Background: an optimization exercise with open tools, aiming at small area, a short achievable clock period and few clock cycles. Do not read the settings as production practice.
Function was checked by simulation only, so behaviour that the tests miss may differ from the original.
Power is estimated from default activity; no workload was simulated.

== P ==
==> flow/design.v <==
module MU0(in_data, rst_n, clk,
           out_data, out_address, memrq, rnw);
    input  [15:0] in_data;
    input         rst_n, clk;
    output [15:0] out_data;
    output [11:0] out_address;
    output        memrq, rnw;
    reg         ex;      
    reg         fe;      
    reg         rs;      
    reg         ka, ub, sb;
    reg         sel;     
    reg  [15:0] ir;
    reg  [11:0] pc;
    reg  [15:0] acc;
    wire [3:0] op   = ir[15:12];
    wire       hop  = op[3] | (op[2:0] == 3'b111);
    wire       dop  = ~op[3] & ~op[2];
    wire       jop  = ~op[3] & op[2] & ~(op[1] & op[0]);
    assign out_address = sel ? ir[11:0] : pc;
    assign memrq       = fe | rs | (ex & ~hop);
    assign rnw         = ~(ex & (op == 4'b0001));
    assign out_data    = acc;
    wire [15:0] a_op  = ka ? acc : 16'd0;
    wire [15:0] b_op  = ub ? ir  : 16'd0;
    wire [16:0] sum   = {a_op, 1'b1} + {b_op, sb};
    wire [15:0] acc_n = sum[16:1];
    wire        pc_en = fe | (ex & jop);
    wire [3:0]  nop   = in_data[15:12];
    wire        ntake = (nop[1:0] == 2'b00) |
                        (nop[1:0] == 2'b01 & ~acc_n[15]) |
                        (nop[1:0] == 2'b10 & (|acc_n));
    wire        sel_n = ~(ex & dop) & ~nop[3] & (~nop[2] | ntake);
    wire        sub_x = ex & (op == 4'b0011);
    always @(posedge clk) begin
        ir  <= in_data ^ {16{sub_x}};
        acc <= acc_n;
        if (~rst_n) begin
            ex  <= 1'b0;
            fe  <= 1'b0;
            rs  <= 1'b1;
            ka  <= 1'b0;
            ub  <= 1'b0;
            sb  <= 1'b0;
            sel <= 1'b0;
            pc  <= 12'd0;
        end else begin
            ex  <= fe | rs | (ex & jop);
            fe  <= ex & dop;
            rs  <= 1'b0;
            ka  <= ~(ex & (op == 4'b0000));
            ub  <= ex & dop & (op[1:0] != 2'b01);
            sb  <= sub_x;
            sel <= sel_n;
            if (pc_en)
                pc <= out_address + 12'd1;
        end
    end
endmodule
make LEC_CHECK=0 CAP_MARGIN=20 CORE_MARGIN=2 CORE_UTILIZATION=40 SETUP_SLACK_MARGIN=2.0 SLEW_MARGIN=20 finish   # period 4.5 ns
run.sh (not shown) runs the stock make flow with config.mk's settings and CLKGATE_MAP_FILE= SYNTH_SCRIPT=/design/flow/synth_recipe.tcl, a recipe that flattens the netlist after the stock synthesis.
P closes out successfully: all stages finished, all timing, DRC and antenna checks passed.
Testbench counts of P, summed over its fixed seeds: cycles 33,132.
### P -> Q
- SETUP_SLACK_MARGIN: 2.0 -> 1.5
- ABC_AREA: unset -> 1
==> flow/flow/run.sh (new file) <==
#!/bin/bash
set -euo pipefail
bash standard.sh BUFFER_PORTS_ARGS="-buffer_cell sky130_fd_sc_hd__buf_1" finish > standard.log 2>&1
==> flow/standard.sh (new file) <==
#!/bin/bash
# synth_recipe.tcl (not shown) runs the flow's synth.tcl, then flattens the netlist and writes it again
# the make line also repeats each setting of config.mk as NAME=value (left out here)
make -C /OpenROAD-flow-scripts/flow DESIGN_CONFIG=/design/flow/config.mk WORK_HOME=/design/flow/orfs CLKGATE_MAP_FILE= SYNTH_SCRIPT=/design/flow/synth_recipe.tcl "${@:-finish}"
removed: flow/run.sh
Findings:
- Run comparison: P end of the critical path sel; Q end of the critical path out_address[8]
- In Q the net switching share of the total power turned out 2.0 points lower than in P.
- Changes observed in Q relative to P: synthesized cell count rose 189, shortest clock period the worst path allows after layout decreased 0.098 ns.
- Against P, Q comes in 3.6 points lower on multi-input logic portion of the cell area.
- Routed wirelength normalized by instance count delta for Q relative to P: about 20% lower
- Looking at leading cell type in the layout, fill and taps excluded, the nand2_1 result is from Q; the dfxtp_1 one comes from P.
diff inputs: Q => R
- ABC_AREA no longer set, was 1
==> flow/run.sh (new file) <==
#!/bin/bash
# synth_recipe.tcl (not shown) runs the flow's synth.tcl, then flattens the netlist and writes it again
# the make line also repeats each setting of config.mk as NAME=value (left out here)
make -C /OpenROAD-flow-scripts/flow DESIGN_CONFIG=/design/flow/config.mk WORK_HOME=/design/flow/orfs CLKGATE_MAP_FILE= SYNTH_SCRIPT=/design/flow/synth_recipe.tcl finish
removed: flow/flow/run.sh
removed: flow/standard.sh
==> run summary <==
- Comparing Q and R, the higher power consumption was measured on Q.
- Diff R..Q | starting density of the core | negligible
- NOTE: total non-filler cell area in the finished layout in R exceeds that of Q
- What Q reported for overall routed net length has to be multiplied by 0.860 to get the figure for R.
- Compared with Q, in R post-DP HPWL lost about 20%, storage element area increased by about 0.7% relative to the old numbers.
#### Input delta (S over R)
==> flow/flow/run.sh (new file) <==
#!/bin/bash
set -euo pipefail
bash standard.sh BUFFER_PORTS_ARGS="-buffer_cell sky130_fd_sc_hd__buf_1" finish > standard.log 2>&1
==> flow/standard.sh (new file) <==
#!/bin/bash
# synth_recipe.tcl (not shown) runs the flow's synth.tcl, then flattens the netlist and writes it again
# the make line also repeats each setting of config.mk as NAME=value (left out here)
make -C /OpenROAD-flow-scripts/flow DESIGN_CONFIG=/design/flow/config.mk WORK_HOME=/design/flow/orfs CLKGATE_MAP_FILE= SYNTH_SCRIPT=/design/flow/synth_recipe.tcl "${@:-finish}"
removed: flow/run.sh
### Flow results
- S ran to completion and came out clean on the timing, design-rule and antenna checks.
- Core utilization: S lower than R
- [S vs R] multi-input gate share of the layout cell area: higher in S
- Measured against each other, S and R differ in clock group share of total power, the lower figure coming from S.
- Portion of the clock cycle consumed by the worst path in the final layout (S over R): decrease, 0.87 points
- dfxtp_1 as the critical-path cell with the highest stage delay was reported by R, and or4b_1 by S.
- In S relative to R, non-clock buffer count had gone up by a few percent.
- S ends up with a post-route total power that is 7.0% lower than in R.
- From R to S the numbers moved as follows: final-layout worst hold slack held steady, final wirelength grew by 3.1%, finished layout cell area shrank by 330 µm².

---

run A:
Another version of the RTL of MU0 (not shown whole).
Size: roughly 51 flip-flops, ~3200 µm² of cells after synthesis.
export LEC_CHECK = 0
export ABC_AREA = 1
export CAP_MARGIN = 20
export CORE_MARGIN = 2
export CORE_UTILIZATION = 40
export SETUP_SLACK_MARGIN = 1.8
export SLEW_MARGIN = 20
create_clock -name core_clock -period 4.5 [get_ports {clk}]
standard.sh (not shown) runs the stock make flow with config.mk's settings and CLKGATE_MAP_FILE= SYNTH_SCRIPT=/design/flow/synth_recipe.tcl, a recipe that flattens the netlist after the stock synthesis.
==> flow/flow/run.sh <==
#!/bin/bash
set -euo pipefail
bash standard.sh BUFFER_PORTS_ARGS="-buffer_cell sky130_fd_sc_hd__buf_1" finish > standard.log 2>&1
Testbench counts of run A, summed over its fixed seeds: cycles 33,132.
The inputs of run B differ from those of run A as listed below.
Settings: a change of CAP_MARGIN from 20 to 0; a deleted ABC_AREA that had been 1; a change of CORE_UTILIZATION from 40 to 60; a change of SETUP_SLACK_MARGIN from 1.8 to 2.0; a change of SLEW_MARGIN from 20 to 0.
==> run summary <==
The non-clock buffer count in run A is 0.810 times that in run B. Looking at most common cell after layout, fill and taps aside, the sky130_fd_sc_hd__nand2_1 result is from run A; the sky130_fd_sc_hd__dfxtp_1 one comes from run B. Against run A, layout net count in run B fell by more than 10%. Diff run A and run B: fraction of the mapped netlist area in simple logic gates lower in run B.
Edits applied to the flow inputs when going from run B to run C:
Settings: CAP_MARGIN changed from 0 to 20; ABC_AREA newly set to 1; CORE_UTILIZATION changed from 60 to 65; SETUP_SLACK_MARGIN changed from 2.0 to 2.2; SLEW_MARGIN changed from 0 to 20.
==> run summary <==
Compare run B and run C | longest individual stage delay on the worst path higher: run B
Run B → run C: clock transition at the registers of the reported paths now sits at about the same level, wire length now sits higher, starting density of the core now sits higher, area share of and/or/nand/nor cells after synthesis now sits higher.
Setup changes, run C to run D
Settings: CORE_UTILIZATION: 65 -> 40; GPL_TIMING_DRIVEN: unset -> 0.
### Flow results
- In the flow results for run D and run C, the design area is larger on run D.
- Run D against run C: non-clock buffer instance count of the final layout went up by 29%; number of logic stages on the critical path including buffering went down by 6; largest net degree at the start of global routing went down by 8; count of inverters other than clock inverters in the layout was more or less identical; final worst-path cycle share went up by 1.0 points.
- Compared with run C, run D shows a lower upper clock frequency limit.
- On worst hold slack, run D and run C are neck and neck.
- Of the two values seen for startpoint of the most critical setup path, in_data[1] was produced by run C and sel by run D.
[inputs] run E vs run D
Settings: GPL_TIMING_DRIVEN: 0 -> unset; SETUP_SLACK_MARGIN: 2.2 -> 2.3; TNS_END_PERCENT: unset -> 0.
--- outcome ---
Looking at final cell utilization of the core, run E sits 0.41 points above run D. Per the comparison of run E with run D, fraction of power consumed by combinational cells has remained practically unchanged; worst setup margin has increased; final cell area excluding filler cells has increased; non-clock buffer count has decreased. Per the comparison of run E with run D, first-iteration DRC count lower, number of non-clock inverters roughly the same. Compared to run D, run E has critical path depth 6 higher. Clock share of power down 2.4 points in run E wrt run D. Taking run D as the reference point, the post-CTS repair timing setup buffer count of run E rises by 1. acc[14] as the destination of the critical timing path was reported by run E, and out_address[11] by run D.
--- input diff run E..run F ---
Settings: a change of CAP_MARGIN from 20 to 0; a change of SETUP_SLACK_MARGIN from 2.3 to 2.2; a change of SLEW_MARGIN from 20 to 0; a deleted TNS_END_PERCENT that had been 0.
==> run summary <==
- The final reports for run F and run E show via count lower in the former.
- Run E leaves more setup margin than run F.
- There was hardly any difference in data-path buffer share of cell area in the final layout between run F and run E.
- NOTE power in combinational cells run E->run F decreased by a few percent
- Sort run F and run E by sequential share of layout area asc -> top: run E
- Post-detailed-routing wire length: run F vs run E down 5.2%
- Of the two values seen for cell with the largest stage delay on the worst path, sky130_fd_sc_hd__ha_2 was produced by run E and sky130_fd_sc_hd__dfxtp_4 by run F.
- In the tables for run F and run E, maximum fanout along the worst path reads higher with run F.
- Compared with run E, in run F power rose by about 1.8%, part of the power in combinational logic fell by 1.4 points, reported net switching power fell by 0.014 mW.

[afterwards: timing with drivers on the ports]
Ports are ideal in the flow. The routed layouts listed here were re-timed in OpenROAD. Step 1 (the two cells are an assumption about what drives the block):
set clk [get_ports {clk}]
set_driving_cell -lib_cell sky130_fd_sc_hd__clkbuf_16 $clk
set_driving_cell -lib_cell sky130_fd_sc_hd__buf_2 [delete_from_list [all_inputs] $clk]
Step 2, shift: input delay + t, output delay - t, t = (earliest + latest rising clock arrival at the registers) / 2. This alone moves slack from input paths to output paths. Slacks: ideal / step 1 / step 2; pairs: ideal / step 1.
run | shift t [ns] | slack for setup (ns) | latest minus earliest clock arrival (ns) | worst slew at a driven data input, ns | pins driven straight from the clock port
P | 0.333 | 1.655 / 1.655 / 1.655 | 0.005 / 0.005 | 0.04 | 1
Q | 0.335 | 1.753 / 1.722 / 1.964 | 0.005 / 0.006 | 0.03 | 1
R | 0.329 | 1.584 / 1.555 / 1.617 | 0.010 / 0.011 | 0.04 | 1
S | 0.335 | 1.623 / 1.623 / 1.623 | 0.009 / 0.008 | 0.04 | 1
run A | 0.329 | 2.068 / 2.038 / 1.866 | 0.007 / 0.006 | 0.03 | 1
run B | 0.323 | 2.007 / 2.000 / 1.677 | 0.006 / 0.006 | 0.04 | 1
run C | 0.326 | 2.283 / 2.258 / 1.963 | 0.010 / 0.009 | 0.04 | 1
run D | 0.331 | 2.238 / 2.208 / 1.988 | 0.011 / 0.011 | 0.03 | 1
run E | 0.329 | 2.338 / 2.322 / 2.015 | 0.010 / 0.010 | 0.04 | 1
run F | 0.327 | 2.294 / 2.264 / 1.991 | 0.006 / 0.006 | 0.03 | 1
After both steps setup and hold are still met in every run listed. For run B, which loses most, drivers alone change the setup slack by -0.007 ns; drivers and shift together by -0.330 ns.
